From an optimization exercise on the open Yosys and OpenROAD flow, aimed at small area; shortcuts taken in it are not production practice. No functional check of the RTL was part of this run. Power and IR drop assume default switching activity.

$ cat design.v
module processing_element(activation, weight, out, clk, rst);
parameter NON_ZERO_WEIGHTS = 108,
          SPECIAL_CASE = 0,
          FRACTIONAL_BITS = 8,
          BIT_SIZE = 16;
output reg signed [BIT_SIZE-1:0] out;
input [BIT_SIZE-1:0] activation, weight;
input clk, rst;
reg [23:0] s;
reg [15:0] d1, d2, d3, d4;
reg [6:0] cnt;       
reg valid;           
wire load = (cnt == 0);
wire [23:0] nxt;
reg [1:0] cr;          
wire [1:0] nxt_c;
wire [23:0] res;        
wire one1;
wire two2;
wire neg3;
wire x4;
wire x5;
wire x6;
wire x7;
wire x8;
wire x9;
wire x10;
wire x11;
wire x12;
wire x13;
wire x14;
wire x15;
wire x16;
wire x17;
wire x18;
wire x19;
wire pp20;
wire pp21;
wire pp22;
wire pp23;
wire pp24;
wire pp25;
wire pp26;
wire pp27;
wire pp28;
wire pp29;
wire pp30;
wire pp31;
wire pp32;
wire pp33;
wire pp34;
wire pp35;
wire pp36;
wire one37;
wire two38;
wire neg39;
wire x40;
wire x41;
wire x42;
wire x43;
wire x44;
wire x45;
wire x46;
wire x47;
wire x48;
wire x49;
wire x50;
wire x51;
wire x52;
wire x53;
wire x54;
wire x55;
wire pp56;
wire pp57;
wire pp58;
wire pp59;
wire pp60;
wire pp61;
wire pp62;
wire pp63;
wire pp64;
wire pp65;
wire pp66;
wire pp67;
wire pp68;
wire pp69;
wire pp70;
wire pp71;
wire pp72;
wire one73;
wire two74;
wire neg75;
wire x76;
wire x77;
wire x78;
wire x79;
wire x80;
wire x81;
wire x82;
wire x83;
wire x84;
wire x85;
wire x86;
wire x87;
wire x88;
wire x89;
wire x90;
wire x91;
wire pp92;
wire pp93;
wire pp94;
wire pp95;
wire pp96;
wire pp97;
wire pp98;
wire pp99;
wire pp100;
wire pp101;
wire pp102;
wire pp103;
wire pp104;
wire pp105;
wire pp106;
wire pp107;
wire pp108;
wire one109;
wire two110;
wire neg111;
wire x112;
wire x113;
wire x114;
wire x115;
wire x116;
wire x117;
wire x118;
wire x119;
wire x120;
wire x121;
wire x122;
wire x123;
wire x124;
wire x125;
wire x126;
wire x127;
wire pp128;
wire pp129;
wire pp130;
wire pp131;
wire pp132;
wire pp133;
wire pp134;
wire pp135;
wire pp136;
wire pp137;
wire pp138;
wire pp139;
wire pp140;
wire pp141;
wire pp142;
wire pp143;
wire pp144;
wire one145;
wire two146;
wire neg147;
wire x148;
wire x149;
wire x150;
wire x151;
wire x152;
wire x153;
wire x154;
wire x155;
wire x156;
wire x157;
wire x158;
wire x159;
wire x160;
wire x161;
wire x162;
wire x163;
wire pp164;
wire pp165;
wire pp166;
wire pp167;
wire pp168;
wire pp169;
wire pp170;
wire pp171;
wire pp172;
wire pp173;
wire pp174;
wire pp175;
wire pp176;
wire pp177;
wire pp178;
wire pp179;
wire one180;
wire two181;
wire neg182;
wire x183;
wire x184;
wire x185;
wire x186;
wire x187;
wire x188;
wire x189;
wire x190;
wire x191;
wire x192;
wire x193;
wire x194;
wire x195;
wire x196;
wire pp197;
wire pp198;
wire pp199;
wire pp200;
wire pp201;
wire pp202;
wire pp203;
wire pp204;
wire pp205;
wire pp206;
wire pp207;
wire pp208;
wire pp209;
wire pp210;
wire one211;
wire two212;
wire neg213;
wire x214;
wire x215;
wire x216;
wire x217;
wire x218;
wire x219;
wire x220;
wire x221;
wire x222;
wire x223;
wire x224;
wire x225;
wire pp226;
wire pp227;
wire pp228;
wire pp229;
wire pp230;
wire pp231;
wire pp232;
wire pp233;
wire pp234;
wire pp235;
wire pp236;
wire pp237;
wire one238;
wire two239;
wire neg240;
wire x241;
wire x242;
wire x243;
wire x244;
wire x245;
wire x246;
wire x247;
wire x248;
wire x249;
wire x250;
wire pp251;
wire pp252;
wire pp253;
wire pp254;
wire pp255;
wire pp256;
wire pp257;
wire pp258;
wire pp259;
wire pp260;
wire ac261;
wire ac262;
wire ac263;
wire ac264;
wire ac265;
wire ac266;
wire ac267;
wire ac268;
wire ac269;
wire ac270;
wire ac271;
wire ac272;
wire ac273;
wire ac274;
wire ac275;
wire ac276;
wire ac277;
wire ac278;
wire ac279;
wire ac280;
wire ac281;
wire ac282;
wire ac283;
wire ac284;
wire ak285;
wire ak286;
wire hs287;
wire hc288;
wire hs289;
wire hc290;
wire fs291;
wire fc292;
wire hs293;
wire hc294;
wire fs295;
wire fc296;
wire fs297;
wire fc298;
wire hs299;
wire hc300;
wire fs301;
wire fc302;
wire hs303;
wire hc304;
wire fs305;
wire fc306;
wire hs307;
wire hc308;
wire fs309;
wire fc310;
wire fs311;
wire fc312;
wire hs313;
wire hc314;
wire fs315;
wire fc316;
wire fs317;
wire fc318;
wire hs319;
wire hc320;
wire fs321;
wire fc322;
wire fs323;
wire fc324;
wire fs325;
wire fc326;
wire fs327;
wire fc328;
wire fs329;
wire fc330;
wire fs331;
wire fc332;
wire fs333;
wire fc334;
wire fs335;
wire fc336;
wire fs337;
wire fc338;
wire fs339;
wire fc340;
wire fs341;
wire fc342;
wire fs343;
wire fc344;
wire fs345;
wire fc346;
wire fs347;
wire fc348;
wire fs349;
wire fc350;
wire fs351;
wire fc352;
wire fs353;
wire fc354;
wire hs355;
wire hc356;
wire fs357;
wire fc358;
wire fs359;
wire fc360;
wire fs361;
wire fc362;
wire hs363;
wire hc364;
wire fs365;
wire fc366;
wire hs367;
wire hs368;
wire hc369;
wire hs370;
wire hc371;
wire fs372;
wire fc373;
wire hs374;
wire hc375;
wire fs376;
wire fc377;
wire hs378;
wire hc379;
wire fs380;
wire fc381;
wire fs382;
wire fc383;
wire fs384;
wire fc385;
wire fs386;
wire fc387;
wire fs388;
wire fc389;
wire fs390;
wire fc391;
wire fs392;
wire fc393;
wire fs394;
wire fc395;
wire fs396;
wire fc397;
wire fs398;
wire fc399;
wire fs400;
wire fc401;
wire fs402;
wire fc403;
wire fs404;
wire fc405;
wire fs406;
wire fc407;
wire fs408;
wire fc409;
wire fs410;
wire fc411;
wire fs412;
wire fc413;
wire fs414;
wire fc415;
wire fs416;
wire fc417;
wire fs418;
wire fc419;
wire fs420;
wire fc421;
wire fs422;
wire fc423;
wire fs424;
wire fc425;
wire fs426;
wire fc427;
wire fs428;
wire fc429;
wire fs430;
wire fc431;
wire fs432;
wire fc433;
wire fs434;
wire fc435;
wire fs436;
wire fc437;
wire fs438;
wire fc439;
wire fs440;
wire fs441;
wire hs442;
wire hc443;
wire hs444;
wire hc445;
wire fs446;
wire fc447;
wire fs448;
wire fc449;
wire fs450;
wire fc451;
wire fs452;
wire fc453;
wire fs454;
wire fc455;
wire fs456;
wire fc457;
wire fs458;
wire fc459;
wire fs460;
wire fc461;
wire fs462;
wire fc463;
wire fs464;
wire fc465;
wire fs466;
wire fc467;
wire fs468;
wire fc469;
wire fs470;
wire fc471;
wire fs472;
wire fc473;
wire fs474;
wire fc475;
wire fs476;
wire fc477;
wire fs478;
wire fc479;
wire fs480;
wire fc481;
wire fs482;
wire fc483;
wire fs484;
wire hs485;
wire hc486;
wire hs487;
wire hc488;
wire fs489;
wire fc490;
wire fs491;
wire fc492;
wire fs493;
wire fc494;
wire fs495;
wire fc496;
wire fs497;
wire fc498;
wire fs499;
wire fc500;
wire fs501;
wire fc502;
wire fs503;
wire fc504;
wire fs505;
wire fc506;
wire fs507;
wire fc508;
wire fs509;
wire fc510;
wire fs511;
wire fc512;
wire fs513;
wire fc514;
wire fs515;
wire fc516;
wire fs517;
wire fc518;
wire fs519;
wire fc520;
wire fs521;
wire fc522;
wire fs523;
wire fc524;
wire fs525;
wire fc526;
wire fs527;
wire fc528;
wire fs529;
wire fc530;
wire fs531;
wire rc532;
wire rc533;
wire rc534;
wire rc535;
wire rc536;
wire rc537;
wire rc538;
wire rc539;
wire rc540;
wire rc541;
wire rc542;
wire rc543;
wire rc544;
wire rc545;
wire rc546;
wire rc547;
wire rc548;
wire rc549;
wire rc550;
wire rc551;
wire rc552;
wire rc553;
wire rc554;
wire qc555;
wire qs556;
wire qc557;
wire qs558;
wire qc559;
wire qs560;
wire qc561;
wire qs562;
wire qc563;
wire qs564;
wire qc565;
wire qs566;
wire qc567;
wire qs568;
wire qc569;
wire qs570;
wire qc571;
wire qs572;
wire qc573;
wire qs574;
wire qc575;
wire qs576;
wire qc577;
wire qs578;
wire qc579;
wire qs580;
wire qc581;
wire qs582;
wire qc583;
wire qs584;
assign one1 = weight[0] ^ 1'b0;
assign two2 = (weight[1] & ~weight[0] & ~1'b0) | (~weight[1] & weight[0] & 1'b0);
assign neg3 = weight[1] & ~(weight[0] & 1'b0);
assign x4 = activation[0] ^ neg3;
assign x5 = activation[1] ^ neg3;
assign x6 = activation[2] ^ neg3;
assign x7 = activation[3] ^ neg3;
assign x8 = activation[4] ^ neg3;
assign x9 = activation[5] ^ neg3;
assign x10 = activation[6] ^ neg3;
assign x11 = activation[7] ^ neg3;
assign x12 = activation[8] ^ neg3;
assign x13 = activation[9] ^ neg3;
assign x14 = activation[10] ^ neg3;
assign x15 = activation[11] ^ neg3;
assign x16 = activation[12] ^ neg3;
assign x17 = activation[13] ^ neg3;
assign x18 = activation[14] ^ neg3;
assign x19 = activation[15] ^ neg3;
assign pp20 = ((one1 & x4) | (two2 & neg3));
pe_a22o u_sel1 (.a(one1), .b(x5), .c(two2), .d(x4), .y(pp21));
pe_a22o u_sel2 (.a(one1), .b(x6), .c(two2), .d(x5), .y(pp22));
pe_a22o u_sel3 (.a(one1), .b(x7), .c(two2), .d(x6), .y(pp23));
pe_a22o u_sel4 (.a(one1), .b(x8), .c(two2), .d(x7), .y(pp24));
pe_a22o u_sel5 (.a(one1), .b(x9), .c(two2), .d(x8), .y(pp25));
pe_a22o u_sel6 (.a(one1), .b(x10), .c(two2), .d(x9), .y(pp26));
pe_a22o u_sel7 (.a(one1), .b(x11), .c(two2), .d(x10), .y(pp27));
pe_a22o u_sel8 (.a(one1), .b(x12), .c(two2), .d(x11), .y(pp28));
pe_a22o u_sel9 (.a(one1), .b(x13), .c(two2), .d(x12), .y(pp29));
pe_a22o u_sel10 (.a(one1), .b(x14), .c(two2), .d(x13), .y(pp30));
pe_a22o u_sel11 (.a(one1), .b(x15), .c(two2), .d(x14), .y(pp31));
pe_a22o u_sel12 (.a(one1), .b(x16), .c(two2), .d(x15), .y(pp32));
pe_a22o u_sel13 (.a(one1), .b(x17), .c(two2), .d(x16), .y(pp33));
pe_a22o u_sel14 (.a(one1), .b(x18), .c(two2), .d(x17), .y(pp34));
pe_a22o u_sel15 (.a(one1), .b(x19), .c(two2), .d(x18), .y(pp35));
pe_a22oi u_sel16 (.a(one1), .b(x19), .c(two2), .d(x19), .y(pp36));
assign one37 = weight[2] ^ weight[1];
assign two38 = (weight[3] & ~weight[2] & ~weight[1]) | (~weight[3] & weight[2] & weight[1]);
assign neg39 = weight[3] & ~(weight[2] & weight[1]);
assign x40 = activation[0] ^ neg39;
assign x41 = activation[1] ^ neg39;
assign x42 = activation[2] ^ neg39;
assign x43 = activation[3] ^ neg39;
assign x44 = activation[4] ^ neg39;
assign x45 = activation[5] ^ neg39;
assign x46 = activation[6] ^ neg39;
assign x47 = activation[7] ^ neg39;
assign x48 = activation[8] ^ neg39;
assign x49 = activation[9] ^ neg39;
assign x50 = activation[10] ^ neg39;
assign x51 = activation[11] ^ neg39;
assign x52 = activation[12] ^ neg39;
assign x53 = activation[13] ^ neg39;
assign x54 = activation[14] ^ neg39;
assign x55 = activation[15] ^ neg39;
assign pp56 = ((one37 & x40) | (two38 & neg39));
pe_a22o u_sel17 (.a(one37), .b(x41), .c(two38), .d(x40), .y(pp57));
pe_a22o u_sel18 (.a(one37), .b(x42), .c(two38), .d(x41), .y(pp58));
pe_a22o u_sel19 (.a(one37), .b(x43), .c(two38), .d(x42), .y(pp59));
pe_a22o u_sel20 (.a(one37), .b(x44), .c(two38), .d(x43), .y(pp60));
pe_a22o u_sel21 (.a(one37), .b(x45), .c(two38), .d(x44), .y(pp61));
pe_a22o u_sel22 (.a(one37), .b(x46), .c(two38), .d(x45), .y(pp62));
pe_a22o u_sel23 (.a(one37), .b(x47), .c(two38), .d(x46), .y(pp63));
pe_a22o u_sel24 (.a(one37), .b(x48), .c(two38), .d(x47), .y(pp64));
pe_a22o u_sel25 (.a(one37), .b(x49), .c(two38), .d(x48), .y(pp65));
pe_a22o u_sel26 (.a(one37), .b(x50), .c(two38), .d(x49), .y(pp66));
pe_a22o u_sel27 (.a(one37), .b(x51), .c(two38), .d(x50), .y(pp67));
pe_a22o u_sel28 (.a(one37), .b(x52), .c(two38), .d(x51), .y(pp68));
pe_a22o u_sel29 (.a(one37), .b(x53), .c(two38), .d(x52), .y(pp69));
pe_a22o u_sel30 (.a(one37), .b(x54), .c(two38), .d(x53), .y(pp70));
pe_a22o u_sel31 (.a(one37), .b(x55), .c(two38), .d(x54), .y(pp71));
pe_a22oi u_sel32 (.a(one37), .b(x55), .c(two38), .d(x55), .y(pp72));
assign one73 = weight[4] ^ weight[3];
assign two74 = (weight[5] & ~weight[4] & ~weight[3]) | (~weight[5] & weight[4] & weight[3]);
assign neg75 = weight[5] & ~(weight[4] & weight[3]);
assign x76 = activation[0] ^ neg75;
assign x77 = activation[1] ^ neg75;
assign x78 = activation[2] ^ neg75;
assign x79 = activation[3] ^ neg75;
assign x80 = activation[4] ^ neg75;
assign x81 = activation[5] ^ neg75;
assign x82 = activation[6] ^ neg75;
assign x83 = activation[7] ^ neg75;
assign x84 = activation[8] ^ neg75;
assign x85 = activation[9] ^ neg75;
assign x86 = activation[10] ^ neg75;
assign x87 = activation[11] ^ neg75;
assign x88 = activation[12] ^ neg75;
assign x89 = activation[13] ^ neg75;
assign x90 = activation[14] ^ neg75;
assign x91 = activation[15] ^ neg75;
assign pp92 = ((one73 & x76) | (two74 & neg75));
pe_a22o u_sel33 (.a(one73), .b(x77), .c(two74), .d(x76), .y(pp93));
pe_a22o u_sel34 (.a(one73), .b(x78), .c(two74), .d(x77), .y(pp94));
pe_a22o u_sel35 (.a(one73), .b(x79), .c(two74), .d(x78), .y(pp95));
pe_a22o u_sel36 (.a(one73), .b(x80), .c(two74), .d(x79), .y(pp96));
pe_a22o u_sel37 (.a(one73), .b(x81), .c(two74), .d(x80), .y(pp97));
pe_a22o u_sel38 (.a(one73), .b(x82), .c(two74), .d(x81), .y(pp98));
pe_a22o u_sel39 (.a(one73), .b(x83), .c(two74), .d(x82), .y(pp99));
pe_a22o u_sel40 (.a(one73), .b(x84), .c(two74), .d(x83), .y(pp100));
pe_a22o u_sel41 (.a(one73), .b(x85), .c(two74), .d(x84), .y(pp101));
pe_a22o u_sel42 (.a(one73), .b(x86), .c(two74), .d(x85), .y(pp102));
pe_a22o u_sel43 (.a(one73), .b(x87), .c(two74), .d(x86), .y(pp103));
pe_a22o u_sel44 (.a(one73), .b(x88), .c(two74), .d(x87), .y(pp104));
pe_a22o u_sel45 (.a(one73), .b(x89), .c(two74), .d(x88), .y(pp105));
pe_a22o u_sel46 (.a(one73), .b(x90), .c(two74), .d(x89), .y(pp106));
pe_a22o u_sel47 (.a(one73), .b(x91), .c(two74), .d(x90), .y(pp107));
pe_a22oi u_sel48 (.a(one73), .b(x91), .c(two74), .d(x91), .y(pp108));
assign one109 = weight[6] ^ weight[5];
assign two110 = (weight[7] & ~weight[6] & ~weight[5]) | (~weight[7] & weight[6] & weight[5]);
assign neg111 = weight[7] & ~(weight[6] & weight[5]);
assign x112 = activation[0] ^ neg111;
assign x113 = activation[1] ^ neg111;
assign x114 = activation[2] ^ neg111;
assign x115 = activation[3] ^ neg111;
assign x116 = activation[4] ^ neg111;
assign x117 = activation[5] ^ neg111;
assign x118 = activation[6] ^ neg111;
assign x119 = activation[7] ^ neg111;
assign x120 = activation[8] ^ neg111;
assign x121 = activation[9] ^ neg111;
assign x122 = activation[10] ^ neg111;
assign x123 = activation[11] ^ neg111;
assign x124 = activation[12] ^ neg111;
assign x125 = activation[13] ^ neg111;
assign x126 = activation[14] ^ neg111;
assign x127 = activation[15] ^ neg111;
assign pp128 = ((one109 & x112) | (two110 & neg111));
pe_a22o u_sel49 (.a(one109), .b(x113), .c(two110), .d(x112), .y(pp129));
pe_a22o u_sel50 (.a(one109), .b(x114), .c(two110), .d(x113), .y(pp130));
pe_a22o u_sel51 (.a(one109), .b(x115), .c(two110), .d(x114), .y(pp131));
pe_a22o u_sel52 (.a(one109), .b(x116), .c(two110), .d(x115), .y(pp132));
pe_a22o u_sel53 (.a(one109), .b(x117), .c(two110), .d(x116), .y(pp133));
pe_a22o u_sel54 (.a(one109), .b(x118), .c(two110), .d(x117), .y(pp134));
pe_a22o u_sel55 (.a(one109), .b(x119), .c(two110), .d(x118), .y(pp135));
pe_a22o u_sel56 (.a(one109), .b(x120), .c(two110), .d(x119), .y(pp136));
pe_a22o u_sel57 (.a(one109), .b(x121), .c(two110), .d(x120), .y(pp137));
pe_a22o u_sel58 (.a(one109), .b(x122), .c(two110), .d(x121), .y(pp138));
pe_a22o u_sel59 (.a(one109), .b(x123), .c(two110), .d(x122), .y(pp139));
pe_a22o u_sel60 (.a(one109), .b(x124), .c(two110), .d(x123), .y(pp140));
pe_a22o u_sel61 (.a(one109), .b(x125), .c(two110), .d(x124), .y(pp141));
pe_a22o u_sel62 (.a(one109), .b(x126), .c(two110), .d(x125), .y(pp142));
pe_a22o u_sel63 (.a(one109), .b(x127), .c(two110), .d(x126), .y(pp143));
pe_a22oi u_sel64 (.a(one109), .b(x127), .c(two110), .d(x127), .y(pp144));
assign one145 = weight[8] ^ weight[7];
assign two146 = (weight[9] & ~weight[8] & ~weight[7]) | (~weight[9] & weight[8] & weight[7]);
assign neg147 = weight[9] & ~(weight[8] & weight[7]);
assign x148 = activation[0] ^ neg147;
assign x149 = activation[1] ^ neg147;
assign x150 = activation[2] ^ neg147;
assign x151 = activation[3] ^ neg147;
assign x152 = activation[4] ^ neg147;
assign x153 = activation[5] ^ neg147;
assign x154 = activation[6] ^ neg147;
assign x155 = activation[7] ^ neg147;
assign x156 = activation[8] ^ neg147;
assign x157 = activation[9] ^ neg147;
assign x158 = activation[10] ^ neg147;
assign x159 = activation[11] ^ neg147;
assign x160 = activation[12] ^ neg147;
assign x161 = activation[13] ^ neg147;
assign x162 = activation[14] ^ neg147;
assign x163 = activation[15] ^ neg147;
assign pp164 = ((one145 & x148) | (two146 & neg147));
pe_a22o u_sel65 (.a(one145), .b(x149), .c(two146), .d(x148), .y(pp165));
pe_a22o u_sel66 (.a(one145), .b(x150), .c(two146), .d(x149), .y(pp166));
pe_a22o u_sel67 (.a(one145), .b(x151), .c(two146), .d(x150), .y(pp167));
pe_a22o u_sel68 (.a(one145), .b(x152), .c(two146), .d(x151), .y(pp168));
pe_a22o u_sel69 (.a(one145), .b(x153), .c(two146), .d(x152), .y(pp169));
pe_a22o u_sel70 (.a(one145), .b(x154), .c(two146), .d(x153), .y(pp170));
pe_a22o u_sel71 (.a(one145), .b(x155), .c(two146), .d(x154), .y(pp171));
pe_a22o u_sel72 (.a(one145), .b(x156), .c(two146), .d(x155), .y(pp172));
pe_a22o u_sel73 (.a(one145), .b(x157), .c(two146), .d(x156), .y(pp173));
pe_a22o u_sel74 (.a(one145), .b(x158), .c(two146), .d(x157), .y(pp174));
pe_a22o u_sel75 (.a(one145), .b(x159), .c(two146), .d(x158), .y(pp175));
pe_a22o u_sel76 (.a(one145), .b(x160), .c(two146), .d(x159), .y(pp176));
pe_a22o u_sel77 (.a(one145), .b(x161), .c(two146), .d(x160), .y(pp177));
pe_a22o u_sel78 (.a(one145), .b(x162), .c(two146), .d(x161), .y(pp178));
pe_a22o u_sel79 (.a(one145), .b(x163), .c(two146), .d(x162), .y(pp179));
assign one180 = weight[10] ^ weight[9];
assign two181 = (weight[11] & ~weight[10] & ~weight[9]) | (~weight[11] & weight[10] & weight[9]);
assign neg182 = weight[11] & ~(weight[10] & weight[9]);
assign x183 = activation[0] ^ neg182;
assign x184 = activation[1] ^ neg182;
assign x185 = activation[2] ^ neg182;
assign x186 = activation[3] ^ neg182;
assign x187 = activation[4] ^ neg182;
assign x188 = activation[5] ^ neg182;
assign x189 = activation[6] ^ neg182;
assign x190 = activation[7] ^ neg182;
assign x191 = activation[8] ^ neg182;
assign x192 = activation[9] ^ neg182;
assign x193 = activation[10] ^ neg182;
assign x194 = activation[11] ^ neg182;
assign x195 = activation[12] ^ neg182;
assign x196 = activation[13] ^ neg182;
assign pp197 = ((one180 & x183) | (two181 & neg182));
pe_a22o u_sel80 (.a(one180), .b(x184), .c(two181), .d(x183), .y(pp198));
pe_a22o u_sel81 (.a(one180), .b(x185), .c(two181), .d(x184), .y(pp199));
pe_a22o u_sel82 (.a(one180), .b(x186), .c(two181), .d(x185), .y(pp200));
pe_a22o u_sel83 (.a(one180), .b(x187), .c(two181), .d(x186), .y(pp201));
pe_a22o u_sel84 (.a(one180), .b(x188), .c(two181), .d(x187), .y(pp202));
pe_a22o u_sel85 (.a(one180), .b(x189), .c(two181), .d(x188), .y(pp203));
pe_a22o u_sel86 (.a(one180), .b(x190), .c(two181), .d(x189), .y(pp204));
pe_a22o u_sel87 (.a(one180), .b(x191), .c(two181), .d(x190), .y(pp205));
pe_a22o u_sel88 (.a(one180), .b(x192), .c(two181), .d(x191), .y(pp206));
pe_a22o u_sel89 (.a(one180), .b(x193), .c(two181), .d(x192), .y(pp207));
pe_a22o u_sel90 (.a(one180), .b(x194), .c(two181), .d(x193), .y(pp208));
pe_a22o u_sel91 (.a(one180), .b(x195), .c(two181), .d(x194), .y(pp209));
pe_a22o u_sel92 (.a(one180), .b(x196), .c(two181), .d(x195), .y(pp210));
assign one211 = weight[12] ^ weight[11];
assign two212 = (weight[13] & ~weight[12] & ~weight[11]) | (~weight[13] & weight[12] & weight[11]);
assign neg213 = weight[13] & ~(weight[12] & weight[11]);
assign x214 = activation[0] ^ neg213;
assign x215 = activation[1] ^ neg213;
assign x216 = activation[2] ^ neg213;
assign x217 = activation[3] ^ neg213;
assign x218 = activation[4] ^ neg213;
assign x219 = activation[5] ^ neg213;
assign x220 = activation[6] ^ neg213;
assign x221 = activation[7] ^ neg213;
assign x222 = activation[8] ^ neg213;
assign x223 = activation[9] ^ neg213;
assign x224 = activation[10] ^ neg213;
assign x225 = activation[11] ^ neg213;
assign pp226 = ((one211 & x214) | (two212 & neg213));
pe_a22o u_sel93 (.a(one211), .b(x215), .c(two212), .d(x214), .y(pp227));
pe_a22o u_sel94 (.a(one211), .b(x216), .c(two212), .d(x215), .y(pp228));
pe_a22o u_sel95 (.a(one211), .b(x217), .c(two212), .d(x216), .y(pp229));
pe_a22o u_sel96 (.a(one211), .b(x218), .c(two212), .d(x217), .y(pp230));
pe_a22o u_sel97 (.a(one211), .b(x219), .c(two212), .d(x218), .y(pp231));
pe_a22o u_sel98 (.a(one211), .b(x220), .c(two212), .d(x219), .y(pp232));
pe_a22o u_sel99 (.a(one211), .b(x221), .c(two212), .d(x220), .y(pp233));
pe_a22o u_sel100 (.a(one211), .b(x222), .c(two212), .d(x221), .y(pp234));
pe_a22o u_sel101 (.a(one211), .b(x223), .c(two212), .d(x222), .y(pp235));
pe_a22o u_sel102 (.a(one211), .b(x224), .c(two212), .d(x223), .y(pp236));
pe_a22o u_sel103 (.a(one211), .b(x225), .c(two212), .d(x224), .y(pp237));
assign one238 = weight[14] ^ weight[13];
assign two239 = (weight[15] & ~weight[14] & ~weight[13]) | (~weight[15] & weight[14] & weight[13]);
assign neg240 = weight[15] & ~(weight[14] & weight[13]);
assign x241 = activation[0] ^ neg240;
assign x242 = activation[1] ^ neg240;
assign x243 = activation[2] ^ neg240;
assign x244 = activation[3] ^ neg240;
assign x245 = activation[4] ^ neg240;
assign x246 = activation[5] ^ neg240;
assign x247 = activation[6] ^ neg240;
assign x248 = activation[7] ^ neg240;
assign x249 = activation[8] ^ neg240;
assign x250 = activation[9] ^ neg240;
assign pp251 = ((one238 & x241) | (two239 & neg240));
pe_a22o u_sel104 (.a(one238), .b(x242), .c(two239), .d(x241), .y(pp252));
pe_a22o u_sel105 (.a(one238), .b(x243), .c(two239), .d(x242), .y(pp253));
pe_a22o u_sel106 (.a(one238), .b(x244), .c(two239), .d(x243), .y(pp254));
pe_a22o u_sel107 (.a(one238), .b(x245), .c(two239), .d(x244), .y(pp255));
pe_a22o u_sel108 (.a(one238), .b(x246), .c(two239), .d(x245), .y(pp256));
pe_a22o u_sel109 (.a(one238), .b(x247), .c(two239), .d(x246), .y(pp257));
pe_a22o u_sel110 (.a(one238), .b(x248), .c(two239), .d(x247), .y(pp258));
pe_a22o u_sel111 (.a(one238), .b(x249), .c(two239), .d(x248), .y(pp259));
pe_a22o u_sel112 (.a(one238), .b(x250), .c(two239), .d(x249), .y(pp260));
assign ac261 = s[0] & ~load;
assign ac262 = s[1] & ~load;
assign ac263 = s[2] & ~load;
assign ac264 = s[3] & ~load;
assign ac265 = s[4] & ~load;
assign ac266 = s[5] & ~load;
assign ac267 = s[6] & ~load;
assign ac268 = s[7] & ~load;
assign ac269 = s[8] & ~load;
assign ac270 = s[9] & ~load;
assign ac271 = s[10] & ~load;
assign ac272 = s[11] & ~load;
assign ac273 = s[12] & ~load;
assign ac274 = s[13] & ~load;
assign ac275 = s[14] & ~load;
assign ac276 = s[15] & ~load;
assign ac277 = s[16] & ~load;
assign ac278 = s[17] & ~load;
assign ac279 = s[18] & ~load;
assign ac280 = s[19] & ~load;
assign ac281 = s[20] & ~load;
assign ac282 = s[21] & ~load;
assign ac283 = s[22] & ~load;
assign ac284 = s[23] & ~load;
assign ak285 = cr[0] & ~load;
assign ak286 = cr[1] & ~load;
pe_ha u_ha113 (.a(ac275), .b(neg240), .s(hs287), .co(hc288));
pe_ha u_ha114 (.a(ac276), .b(pp35), .s(hs289), .co(hc290));
pe_fa u_fa115 (.a(1'b1), .b(ac277), .c(ak286), .s(fs291), .co(fc292));
pe_ha u_ha116 (.a(pp36), .b(pp70), .s(hs293), .co(hc294));
pe_fa u_fa117 (.a(1'b1), .b(ac278), .c(pp71), .s(fs295), .co(fc296));
pe_fa u_fa118 (.a(ac269), .b(ak285), .c(neg147), .s(fs297), .co(fc298));
pe_ha u_ha119 (.a(ac270), .b(pp29), .s(hs299), .co(hc300));
pe_fa u_fa120 (.a(ac271), .b(neg182), .c(pp30), .s(fs301), .co(fc302));
pe_ha u_ha121 (.a(pp64), .b(pp98), .s(hs303), .co(hc304));
pe_fa u_fa122 (.a(ac272), .b(pp31), .c(pp65), .s(fs305), .co(fc306));
pe_ha u_ha123 (.a(pp99), .b(pp133), .s(hs307), .co(hc308));
pe_fa u_fa124 (.a(ac273), .b(neg213), .c(pp32), .s(fs309), .co(fc310));
pe_fa u_fa125 (.a(pp66), .b(pp100), .c(pp134), .s(fs311), .co(fc312));
pe_ha u_ha126 (.a(pp168), .b(pp199), .s(hs313), .co(hc314));
pe_fa u_fa127 (.a(ac274), .b(pp33), .c(pp67), .s(fs315), .co(fc316));
pe_fa u_fa128 (.a(pp101), .b(pp135), .c(pp169), .s(fs317), .co(fc318));
pe_ha u_ha129 (.a(pp200), .b(pp227), .s(hs319), .co(hc320));
pe_fa u_fa130 (.a(hs287), .b(pp34), .c(pp68), .s(fs321), .co(fc322));
pe_fa u_fa131 (.a(pp102), .b(pp136), .c(pp170), .s(fs323), .co(fc324));
pe_fa u_fa132 (.a(pp201), .b(pp228), .c(pp251), .s(fs325), .co(fc326));
pe_fa u_fa133 (.a(hc288), .b(pp69), .c(pp103), .s(fs327), .co(fc328));
pe_fa u_fa134 (.a(pp137), .b(pp171), .c(pp202), .s(fs329), .co(fc330));
pe_fa u_fa135 (.a(pp229), .b(pp252), .c(hs289), .s(fs331), .co(fc332));
pe_fa u_fa136 (.a(fs291), .b(pp104), .c(pp138), .s(fs333), .co(fc334));
pe_fa u_fa137 (.a(pp172), .b(pp203), .c(pp230), .s(fs335), .co(fc336));
pe_fa u_fa138 (.a(pp253), .b(hc290), .c(hs293), .s(fs337), .co(fc338));
pe_fa u_fa139 (.a(fc292), .b(pp105), .c(pp139), .s(fs339), .co(fc340));
pe_fa u_fa140 (.a(pp173), .b(pp204), .c(pp231), .s(fs341), .co(fc342));
pe_fa u_fa141 (.a(pp254), .b(hc294), .c(fs295), .s(fs343), .co(fc344));
pe_fa u_fa142 (.a(ac279), .b(pp72), .c(pp106), .s(fs345), .co(fc346));
pe_fa u_fa143 (.a(pp140), .b(pp174), .c(pp205), .s(fs347), .co(fc348));
pe_fa u_fa144 (.a(pp232), .b(pp255), .c(fc296), .s(fs349), .co(fc350));
pe_fa u_fa145 (.a(1'b1), .b(ac280), .c(pp107), .s(fs351), .co(fc352));
pe_fa u_fa146 (.a(pp141), .b(pp175), .c(pp206), .s(fs353), .co(fc354));
pe_ha u_ha147 (.a(pp233), .b(pp256), .s(hs355), .co(hc356));
pe_fa u_fa148 (.a(ac281), .b(pp108), .c(pp142), .s(fs357), .co(fc358));
pe_fa u_fa149 (.a(pp176), .b(pp207), .c(pp234), .s(fs359), .co(fc360));
pe_fa u_fa150 (.a(1'b1), .b(ac282), .c(pp143), .s(fs361), .co(fc362));
pe_ha u_ha151 (.a(pp177), .b(pp208), .s(hs363), .co(hc364));
pe_fa u_fa152 (.a(ac283), .b(pp144), .c(pp178), .s(fs365), .co(fc366));
assign hs367 = 1'b1 ^ ac284;
pe_ha u_ha153 (.a(ac265), .b(neg75), .s(hs368), .co(hc369));
pe_ha u_ha154 (.a(ac266), .b(pp25), .s(hs370), .co(hc371));
pe_fa u_fa155 (.a(ac267), .b(neg111), .c(pp26), .s(fs372), .co(fc373));
pe_ha u_ha156 (.a(pp60), .b(pp94), .s(hs374), .co(hc375));
pe_fa u_fa157 (.a(ac268), .b(pp27), .c(pp61), .s(fs376), .co(fc377));
pe_ha u_ha158 (.a(pp95), .b(pp129), .s(hs378), .co(hc379));
pe_fa u_fa159 (.a(pp28), .b(pp62), .c(pp96), .s(fs380), .co(fc381));
pe_fa u_fa160 (.a(pp130), .b(pp164), .c(fs297), .s(fs382), .co(fc383));
pe_fa u_fa161 (.a(pp63), .b(pp97), .c(pp131), .s(fs384), .co(fc385));
pe_fa u_fa162 (.a(pp165), .b(fc298), .c(hs299), .s(fs386), .co(fc387));
pe_fa u_fa163 (.a(pp132), .b(pp166), .c(pp197), .s(fs388), .co(fc389));
pe_fa u_fa164 (.a(hc300), .b(hs303), .c(fs301), .s(fs390), .co(fc391));
pe_fa u_fa165 (.a(pp167), .b(pp198), .c(hc304), .s(fs392), .co(fc393));
pe_fa u_fa166 (.a(hs307), .b(fc302), .c(fs305), .s(fs394), .co(fc395));
pe_fa u_fa167 (.a(pp226), .b(hc308), .c(hs313), .s(fs396), .co(fc397));
pe_fa u_fa168 (.a(fc306), .b(fs309), .c(fs311), .s(fs398), .co(fc399));
pe_fa u_fa169 (.a(hc314), .b(hs319), .c(fc310), .s(fs400), .co(fc401));
pe_fa u_fa170 (.a(fc312), .b(fs315), .c(fs317), .s(fs402), .co(fc403));
pe_fa u_fa171 (.a(hc320), .b(fc316), .c(fc318), .s(fs404), .co(fc405));
pe_fa u_fa172 (.a(fs321), .b(fs323), .c(fs325), .s(fs406), .co(fc407));
pe_fa u_fa173 (.a(fc322), .b(fc324), .c(fc326), .s(fs408), .co(fc409));
pe_fa u_fa174 (.a(fs327), .b(fs329), .c(fs331), .s(fs410), .co(fc411));
pe_fa u_fa175 (.a(fc328), .b(fc330), .c(fs333), .s(fs412), .co(fc413));
pe_fa u_fa176 (.a(fs335), .b(fc332), .c(fs337), .s(fs414), .co(fc415));
pe_fa u_fa177 (.a(fc334), .b(fc336), .c(fs339), .s(fs416), .co(fc417));
pe_fa u_fa178 (.a(fs341), .b(fc338), .c(fs343), .s(fs418), .co(fc419));
pe_fa u_fa179 (.a(fc340), .b(fc342), .c(fs345), .s(fs420), .co(fc421));
pe_fa u_fa180 (.a(fs347), .b(fc344), .c(fs349), .s(fs422), .co(fc423));
pe_fa u_fa181 (.a(hs355), .b(fc346), .c(fc348), .s(fs424), .co(fc425));
pe_fa u_fa182 (.a(fs351), .b(fs353), .c(fc350), .s(fs426), .co(fc427));
pe_fa u_fa183 (.a(pp257), .b(hc356), .c(fc352), .s(fs428), .co(fc429));
pe_fa u_fa184 (.a(fc354), .b(fs357), .c(fs359), .s(fs430), .co(fc431));
pe_fa u_fa185 (.a(pp235), .b(pp258), .c(hs363), .s(fs432), .co(fc433));
pe_fa u_fa186 (.a(fc358), .b(fc360), .c(fs361), .s(fs434), .co(fc435));
pe_fa u_fa187 (.a(pp209), .b(pp236), .c(pp259), .s(fs436), .co(fc437));
pe_fa u_fa188 (.a(hc364), .b(fc362), .c(fs365), .s(fs438), .co(fc439));
assign fs440 = hs367 ^ pp179 ^ pp210;
assign fs441 = pp237 ^ pp260 ^ fc366;
pe_ha u_ha189 (.a(ac263), .b(neg39), .s(hs442), .co(hc443));
pe_ha u_ha190 (.a(ac264), .b(pp23), .s(hs444), .co(hc445));
pe_fa u_fa191 (.a(hs368), .b(pp24), .c(pp58), .s(fs446), .co(fc447));
pe_fa u_fa192 (.a(hc369), .b(pp59), .c(pp93), .s(fs448), .co(fc449));
pe_fa u_fa193 (.a(pp128), .b(hc371), .c(hs374), .s(fs450), .co(fc451));
pe_fa u_fa194 (.a(hc375), .b(hs378), .c(fc373), .s(fs452), .co(fc453));
pe_fa u_fa195 (.a(hc379), .b(fc377), .c(fs380), .s(fs454), .co(fc455));
pe_fa u_fa196 (.a(fc381), .b(fs384), .c(fc383), .s(fs456), .co(fc457));
pe_fa u_fa197 (.a(fc385), .b(fs388), .c(fc387), .s(fs458), .co(fc459));
pe_fa u_fa198 (.a(fc389), .b(fs392), .c(fc391), .s(fs460), .co(fc461));
pe_fa u_fa199 (.a(fc393), .b(fs396), .c(fc395), .s(fs462), .co(fc463));
pe_fa u_fa200 (.a(fc397), .b(fc399), .c(fs400), .s(fs464), .co(fc465));
pe_fa u_fa201 (.a(fc401), .b(fc403), .c(fs404), .s(fs466), .co(fc467));
pe_fa u_fa202 (.a(fc405), .b(fc407), .c(fs408), .s(fs468), .co(fc469));
pe_fa u_fa203 (.a(fc409), .b(fs412), .c(fc411), .s(fs470), .co(fc471));
pe_fa u_fa204 (.a(fc413), .b(fs416), .c(fc415), .s(fs472), .co(fc473));
pe_fa u_fa205 (.a(fc417), .b(fs420), .c(fc419), .s(fs474), .co(fc475));
pe_fa u_fa206 (.a(fc421), .b(fs424), .c(fc423), .s(fs476), .co(fc477));
pe_fa u_fa207 (.a(fc425), .b(fs428), .c(fs430), .s(fs478), .co(fc479));
pe_fa u_fa208 (.a(fs432), .b(fc429), .c(fc431), .s(fs480), .co(fc481));
pe_fa u_fa209 (.a(fs436), .b(fc433), .c(fc435), .s(fs482), .co(fc483));
assign fs484 = fc437 ^ fs440 ^ fc439;
pe_ha u_ha210 (.a(ac261), .b(neg3), .s(hs485), .co(hc486));
pe_ha u_ha211 (.a(ac262), .b(pp21), .s(hs487), .co(hc488));
pe_fa u_fa212 (.a(hs442), .b(pp22), .c(pp56), .s(fs489), .co(fc490));
pe_fa u_fa213 (.a(hc443), .b(pp57), .c(hs444), .s(fs491), .co(fc492));
pe_fa u_fa214 (.a(pp92), .b(hc445), .c(fs446), .s(fs493), .co(fc494));
pe_fa u_fa215 (.a(hs370), .b(fc447), .c(fs448), .s(fs495), .co(fc496));
pe_fa u_fa216 (.a(fc449), .b(fs372), .c(fs450), .s(fs497), .co(fc498));
pe_fa u_fa217 (.a(fs376), .b(fc451), .c(fs452), .s(fs499), .co(fc500));
pe_fa u_fa218 (.a(fs382), .b(fc453), .c(fs454), .s(fs501), .co(fc502));
pe_fa u_fa219 (.a(fs386), .b(fc455), .c(fs456), .s(fs503), .co(fc504));
pe_fa u_fa220 (.a(fc457), .b(fs390), .c(fs458), .s(fs505), .co(fc506));
pe_fa u_fa221 (.a(fs394), .b(fc459), .c(fs460), .s(fs507), .co(fc508));
pe_fa u_fa222 (.a(fs398), .b(fc461), .c(fs462), .s(fs509), .co(fc510));
pe_fa u_fa223 (.a(fs402), .b(fc463), .c(fs464), .s(fs511), .co(fc512));
pe_fa u_fa224 (.a(fs406), .b(fc465), .c(fs466), .s(fs513), .co(fc514));
pe_fa u_fa225 (.a(fs410), .b(fc467), .c(fs468), .s(fs515), .co(fc516));
pe_fa u_fa226 (.a(fs414), .b(fc469), .c(fs470), .s(fs517), .co(fc518));
pe_fa u_fa227 (.a(fs418), .b(fc471), .c(fs472), .s(fs519), .co(fc520));
pe_fa u_fa228 (.a(fs422), .b(fc473), .c(fs474), .s(fs521), .co(fc522));
pe_fa u_fa229 (.a(fs426), .b(fc475), .c(fs476), .s(fs523), .co(fc524));
pe_fa u_fa230 (.a(fc427), .b(fs478), .c(fc477), .s(fs525), .co(fc526));
pe_fa u_fa231 (.a(fs434), .b(fc479), .c(fs480), .s(fs527), .co(fc528));
pe_fa u_fa232 (.a(fs438), .b(fc481), .c(fs482), .s(fs529), .co(fc530));
assign fs531 = fs441 ^ fc483 ^ fs484;
pe_ha u_ha233 (.a(hs485), .b(pp20), .s(nxt[0]), .co(rc532));
pe_fa u_fa234 (.a(hc486), .b(hs487), .c(rc532), .s(nxt[1]), .co(rc533));
pe_fa u_fa235 (.a(hc488), .b(fs489), .c(rc533), .s(nxt[2]), .co(rc534));
pe_fa u_fa236 (.a(fc490), .b(fs491), .c(rc534), .s(nxt[3]), .co(rc535));
pe_fa u_fa237 (.a(fc492), .b(fs493), .c(rc535), .s(nxt[4]), .co(rc536));
pe_fa u_fa238 (.a(fc494), .b(fs495), .c(rc536), .s(nxt[5]), .co(rc537));
pe_fa u_fa239 (.a(fc496), .b(fs497), .c(rc537), .s(nxt[6]), .co(rc538));
pe_fa u_fa240 (.a(fc498), .b(fs499), .c(rc538), .s(nxt[7]), .co(rc539));
assign nxt_c[0] = rc539;
pe_ha u_ha241 (.a(fc500), .b(fs501), .s(nxt[8]), .co(rc540));
pe_fa u_fa242 (.a(fc502), .b(fs503), .c(rc540), .s(nxt[9]), .co(rc541));
pe_fa u_fa243 (.a(fc504), .b(fs505), .c(rc541), .s(nxt[10]), .co(rc542));
pe_fa u_fa244 (.a(fc506), .b(fs507), .c(rc542), .s(nxt[11]), .co(rc543));
pe_fa u_fa245 (.a(fc508), .b(fs509), .c(rc543), .s(nxt[12]), .co(rc544));
pe_fa u_fa246 (.a(fc510), .b(fs511), .c(rc544), .s(nxt[13]), .co(rc545));
pe_fa u_fa247 (.a(fc512), .b(fs513), .c(rc545), .s(nxt[14]), .co(rc546));
pe_fa u_fa248 (.a(fc514), .b(fs515), .c(rc546), .s(nxt[15]), .co(rc547));
assign nxt_c[1] = rc547;
pe_ha u_ha249 (.a(fc516), .b(fs517), .s(nxt[16]), .co(rc548));
pe_fa u_fa250 (.a(fc518), .b(fs519), .c(rc548), .s(nxt[17]), .co(rc549));
pe_fa u_fa251 (.a(fc520), .b(fs521), .c(rc549), .s(nxt[18]), .co(rc550));
pe_fa u_fa252 (.a(fc522), .b(fs523), .c(rc550), .s(nxt[19]), .co(rc551));
pe_fa u_fa253 (.a(fc524), .b(fs525), .c(rc551), .s(nxt[20]), .co(rc552));
pe_fa u_fa254 (.a(fc526), .b(fs527), .c(rc552), .s(nxt[21]), .co(rc553));
pe_fa u_fa255 (.a(fc528), .b(fs529), .c(rc553), .s(nxt[22]), .co(rc554));
assign nxt[23] = fc530 ^ fs531 ^ rc554;
pe_ha u_ha256 (.a(s[8]), .b(cr[0]), .s(qs556), .co(qc555));
assign res[8] = qs556;
pe_ha u_ha257 (.a(s[9]), .b(qc555), .s(qs558), .co(qc557));
assign res[9] = qs558;
pe_ha u_ha258 (.a(s[10]), .b(qc557), .s(qs560), .co(qc559));
assign res[10] = qs560;
pe_ha u_ha259 (.a(s[11]), .b(qc559), .s(qs562), .co(qc561));
assign res[11] = qs562;
pe_ha u_ha260 (.a(s[12]), .b(qc561), .s(qs564), .co(qc563));
assign res[12] = qs564;
pe_ha u_ha261 (.a(s[13]), .b(qc563), .s(qs566), .co(qc565));
assign res[13] = qs566;
pe_ha u_ha262 (.a(s[14]), .b(qc565), .s(qs568), .co(qc567));
assign res[14] = qs568;
pe_ha u_ha263 (.a(s[15]), .b(qc567), .s(qs570), .co(qc569));
assign res[15] = qs570;
pe_fa u_fa264 (.a(s[16]), .b(qc569), .c(cr[1]), .s(qs572), .co(qc571));
assign res[16] = qs572;
pe_ha u_ha265 (.a(s[17]), .b(qc571), .s(qs574), .co(qc573));
assign res[17] = qs574;
pe_ha u_ha266 (.a(s[18]), .b(qc573), .s(qs576), .co(qc575));
assign res[18] = qs576;
pe_ha u_ha267 (.a(s[19]), .b(qc575), .s(qs578), .co(qc577));
assign res[19] = qs578;
pe_ha u_ha268 (.a(s[20]), .b(qc577), .s(qs580), .co(qc579));
assign res[20] = qs580;
pe_ha u_ha269 (.a(s[21]), .b(qc579), .s(qs582), .co(qc581));
assign res[21] = qs582;
pe_ha u_ha270 (.a(s[22]), .b(qc581), .s(qs584), .co(qc583));
assign res[22] = qs584;
assign res[23] = s[23] ^ qc583;
assign res[0] = s[0];
assign res[1] = s[1];
assign res[2] = s[2];
assign res[3] = s[3];
assign res[4] = s[4];
assign res[5] = s[5];
assign res[6] = s[6];
assign res[7] = s[7];
always @(posedge clk) begin
  s <= nxt;
  d1 <= res[FRACTIONAL_BITS+15:FRACTIONAL_BITS];
  cr <= nxt_c;
  d2 <= d1;
  d3 <= d2;
  d4 <= d3;
  if (!rst) begin
    cnt <= 0;
    valid <= 1'b0;
    out <= 0;
  end else begin
    cnt <= (cnt == NON_ZERO_WEIGHTS - 1) ? 7'd0 : cnt + 7'd1;
    valid <= valid | (cnt == 4);
    out <= valid ? d4 : 16'd0;
  end
end
endmodule
module pe_fa(a, b, c, s, co);
input a, b, c;
output s, co;
assign s = a ^ b ^ c;
assign co = (a & b) | (a & c) | (b & c);
endmodule
module pe_a22o(a, b, c, d, y);
input a, b, c, d;
output y;
assign y = (a & b) | (c & d);
endmodule
module pe_a22oi(a, b, c, d, y);
input a, b, c, d;
output y;
assign y = ~((a & b) | (c & d));
endmodule
module pe_ha(a, b, s, co);
input a, b;
output s, co;
assign s = a ^ b;
assign co = a & b;
endmodule
$ cat flow/run.sh
#!/bin/bash
# Standard layout; ports buffered with a small buffer, synthesis buffers removed before placement.
set -euo pipefail
export BUFFER_PORTS_ARGS="-buffer_cell sky130_fd_sc_hd__buf_1"
export REMOVE_ABC_BUFFERS=1
export RECOVER_POWER=100
bash standard.sh > standard_flow.log 2>&1
$ cat standard.sh
#!/bin/bash
# synth_recipe.tcl (not shown) runs the flow's synth.tcl, then flattens the netlist and writes it again
# the make line also repeats each setting of config.mk as NAME=value (left out here)
make -C /OpenROAD-flow-scripts/flow DESIGN_CONFIG=/design/flow/config.mk WORK_HOME=/design/flow/orfs CLKGATE_MAP_FILE= SYNTH_SCRIPT=/design/flow/synth_recipe.tcl "${@:-finish}"
$ cat config.mk
export PLATFORM = sky130hd
export DESIGN_NAME = processing_element
export DESIGN_NICKNAME = processing_element
export VERILOG_FILES = /design/flow/design.v
export SDC_FILE = /design/flow/constraint.sdc
export NUM_CORES = 4
export LEC_CHECK = 0
export CAP_MARGIN = 20
export CORE_MARGIN = 2
export CORE_UTILIZATION = 40
export CTS_BUF_LIST = sky130_fd_sc_hd__clkbuf_8
export GPL_TIMING_DRIVEN = 0
export SLEW_MARGIN = 20
export SYNTH_HIERARCHICAL = 1
$ cat constraint.sdc
create_clock -name core_clock -period 6.5 [get_ports {clk}]
set_input_delay 1.3000 -clock core_clock [delete_from_list [all_inputs] [get_ports {clk}]]
set_output_delay 1.3000 -clock core_clock [all_outputs]
set_load 0.01 [all_outputs]
==> summary.txt <==
-- final cells by class --
cell class / instances / area [µm²] / area share (%)
Clock buffer: 18 / 248 / 2.54
Tap cell: 270 / 338 / 3.46
Multi-Input combinational cell: 517 / 6150 / 63.0
Timing Repair Buffer: 90 / 566 / 5.79
Clock inverter: 14 / 139 / 1.42
Inverter: 11 / 41.3 / 0.423
Sequential cell: 114 / 2280 / 23.4
-- kinds of logic (layout without fill, tap and decap cells) --
| family | count (synthesis) | in the layout |
|---|---|---|
| AOI/OAI and AO/OA | 133 | 133 |
| buffers and inverters | 48 | 133 |
| xor gates and xnor gates | 129 | 129 |
| DFF | 114 | 114 |
| adders and majority gates | 167 | 167 |
| and+or+nand+nor | 82 | 84 |
| other | 1 | 4 |
-- sequential cells by signal (all words and copies together) (netlist names) --
| register | count |
|---|---|
| d1 | 16 |
| valid | 1 |
| s | 24 |
| d2 | 16 |
| cnt | 7 |
| d4 | 16 |
| out | 16 |
| d3 | 16 |
| cr | 2 |
-- routing by layer --
layer	part of all wire [%]	global-route usage, %
met1	45	24.7
met2	49	30.7
met3	4.7	3.31
met4	1.5	5.95
met5	0	0
-- worst max-delay path, stage by stage --
cell,delay (ns)
buf_12,0.15
ha_4,0.19
nand2b_4,0.22
xnor2_1,0.18
a22o_1,0.23
ha_1,0.30
fa_1,0.47
fa_2,0.37
fa_1,0.51
fa_1,0.44
fa_2,0.38
fa_2,0.35
fa_2,0.35
fa_2,0.36
fa_2,0.38
fa_2,0.40
xor2_2,0.15
xnor3_1,0.20
xnor3_1,0.20
-- synthesized netlist by cell type --
| master | count |
|---|---|
| a21boi_0 | 1 |
| a21oi_1 | 2 |
| a22o_1 | 115 |
| a22oi_2 | 4 |
| and2_1 | 26 |
| and3_1 | 16 |
| buf_2 | 16 |
| clkbuf_1 | 21 |
| conb_1 | 1 |
| dfxtp_1 | 114 |
| fa_1 | 123 |
| ha_1 | 44 |
| inv_1 | 11 |
| nand2_1 | 4 |
| nand2b_1 | 14 |
| nand3_1 | 3 |
| nand3b_1 | 7 |
| nor2_1 | 5 |
| nor2b_1 | 4 |
| nor3_1 | 1 |
| nor4b_2 | 1 |
| o21a_1 | 1 |
| o21ai_0 | 8 |
| o31a_1 | 1 |
| o41ai_2 | 1 |
| or3_1 | 1 |
| xnor2_1 | 108 |
| xnor3_1 | 2 |
| xor2_1 | 19 |
-- metrics by stage --
stage | power (mW) | std cells
floorplan | 3.39 | 640
global placement | 3.92 | 959
detailed placement | 4.05 | 961
CTS | 4.75 | 1015
global route | 5.35 | 1034
finish | 4.71 | 1034
-- Yosys stat by module, one instance, submodules excluded --
module,copies in the design,area (µm²),flip-flops and latches
pe_a22oi,4,12.5,0
pe_a22o,108,8.76,0
pe_ha,35,12.5,0
processing_element,1,4410,114
pe_fa,123,20.0,0
-- how the worst max path moves through the flow --
stage                          endpoint
after floorplan           s[23]$_DFF_P_
after global placement    s[23]$_DFF_P_
after detailed placement  s[23]$_DFF_P_
after CTS                 s[23]$_DFF_P_
after global routing      s[23]$_DFF_P_
final                     s[23]$_DFF_P_
-- where the power goes --
part           internal (mW)  switching (mW)
clock network          0.348           0.290
logic                   1.46            1.43
registers               1.10          0.0841
total                   2.91            1.81
-- timing repair --
| action | CTS | global route |
|---|---|---|
| gates resized for setup | 64 | 38 |
| setup buffers | 20 | 19 |
| endpoints found under the hold margin | 0 | 0 |
| endpoints found under the setup margin | 8 | 4 |
| cloned | 2 | 0 |
| pin swaps | 15 | 24 |
| hold buffers | 0 | 0 |
==> impl_metrics.yaml <==
clock_network:
  numCtsBuffers: 17
  path_clk_slew_ns: 0.07
  cts_root_buf: "clkbuf_8"
  clock_sinks: 114
  clk_latency_ns: 0.44
  cts_tree: "done"
  clockBufferDepth: 2
  htree_levels: 4
global_route:
  groute.usage.overall_pct: 18.5
  gr-total-overflow: 0
  grt_pass1_wl_um: 31300
  grt_max_degree: 23
  grt_pass1_vias: 5892
  antenna_found_initial: 0
timing:
  finalHoldViolCount: 0
  setup_viol: 1
  fin_crit_sh_pct: 105
  slew_headroom_pct: 45.7
  setup_tns_ns: -0.328
  rsz0062_at_grt: "true"
  setup_slack_ns: -0.328
  slew_viol_final: 0
  fin_crit_ns: 6.83
  worst_slew_pin_slew_ns: 0.804
  skew_ns: 0.0189
  fmax_ghz: 0.146
  whs_ns: 0.326
pwr:
  leakagePower_nw: 4.08
  ir_worst_vdd_mv: 0.490
  cellPowerDensity_nw_per_um2: 483
yosys:
  synth_compound_area_share_pct: 13.8
  synth_seq_area_share_pct: 27.5
  syn_inst: 674
  yosys_warnings: 7
  avgSynthCellArea_um2: 12.3
  synth_cell_types: 29
  synth_top_family_by_area: "adder cells"
  synth_top_area_share_pct: 29.6
  synthAdderAreaFrac_pct: 36.3
  ys_seq_elements: 114
  synth_area_um2: 8310
  synthMuxAreaShare_pct: 0
  synth_area_leaders: "fa_1 30%, dfxtp_1 27%, a22o_1 12%"
  synth-xor-area-share_pct: 13.9
  yosys.area_share.simple_pct: 6.06
  yosys.area.top_type: "fa_1"
hold_path:
  hp-start: "d2[4]$_DFF_P_"
  whs_path_depth: 0
  min_to: "d3[4]$_DFF_P_"
  hold_class: "reg -> reg"
finish:
  syn_to_final_growth_pct: 17.5
  postLayoutCellArea_um2: 9760
  drive_above_1_share_pct: 19.5
  diodes: 0
  num-fill-cells: 1890
  final_cell_mix: "115 x a22o_1, 114 x dfxtp_1, 104 x fa_1"
  final_util_pct: 48.1
  final_common_cell: "a22o_1"
  nNetsFinal: 952
critical_path:
  r2r-start: "cnt[0]$_SDFF_PP0_"
  rrSetupSlack_ns: -0.22
  startpoint: "weight[1]"
  ff2ff_path_depth: 20
  cp_data_arrival_time_ns: 7.14
  crit_type: "in -> reg"
  crit_required_ns: 6.82
  cp-end-kind: "register"
  crit_path_max_fanout: 22
  worstSetupStartpointType: "input pin"
  r2r-end: "s[23]$_DFF_P_"
placement:
  gp_congestion: 0.885
  placed_area_um2: 8720
  dp_slack_ns: -2.41
  hpwl_um: 13900
  io_buffer_count: 49
detailed_routing:
  postRouteAntennaNets: 0
  finalWirelength_um: 18900
  drt_pass1_iterations: 4
  wl_per_cell_um: 18.2
  drt_iter0_markers: 298
  viasPerCell: 5.25
  vias: 5429
  drc_errors: 0
flow_run:
  cap_violations: 0
status:
  so.violations: "setup timing"
  status: "finished with violations"
die:
  dieWidth_um: 148
  die_area_um2: 21900
  ios: 50
  die_y_um: 148
  core-area_um2: 20300
  start_util_pct: 40.9
  placementRows: 52

static timing again, ports no longer ideal:
Ports are ideal in the flow. The routed layout listed here was re-timed in OpenROAD.
Step 1: set_driving_cell puts a clkbuf_16 on clk and a buf_2 on each other input, an assumption about the parent block.
Step 2 times the ports against the registers' clock, not the clock port: input delays grow and output delays shrink by t, the midpoint of the rising clock arrivals with the driver on.
Three values: no drivers, after step 1, after step 2; two values: the first two.
t (ns): 0.466
slack for setup (ns): -0.328 / -0.335 / -0.801
worst setup path at the end: input to register
slew at the worst register clock pin (ns): 0.09 / 0.09
cell pins on the clock port's net: 1
For this run, drivers alone change the setup slack by -0.007 ns; drivers and shift together by -0.473 ns.
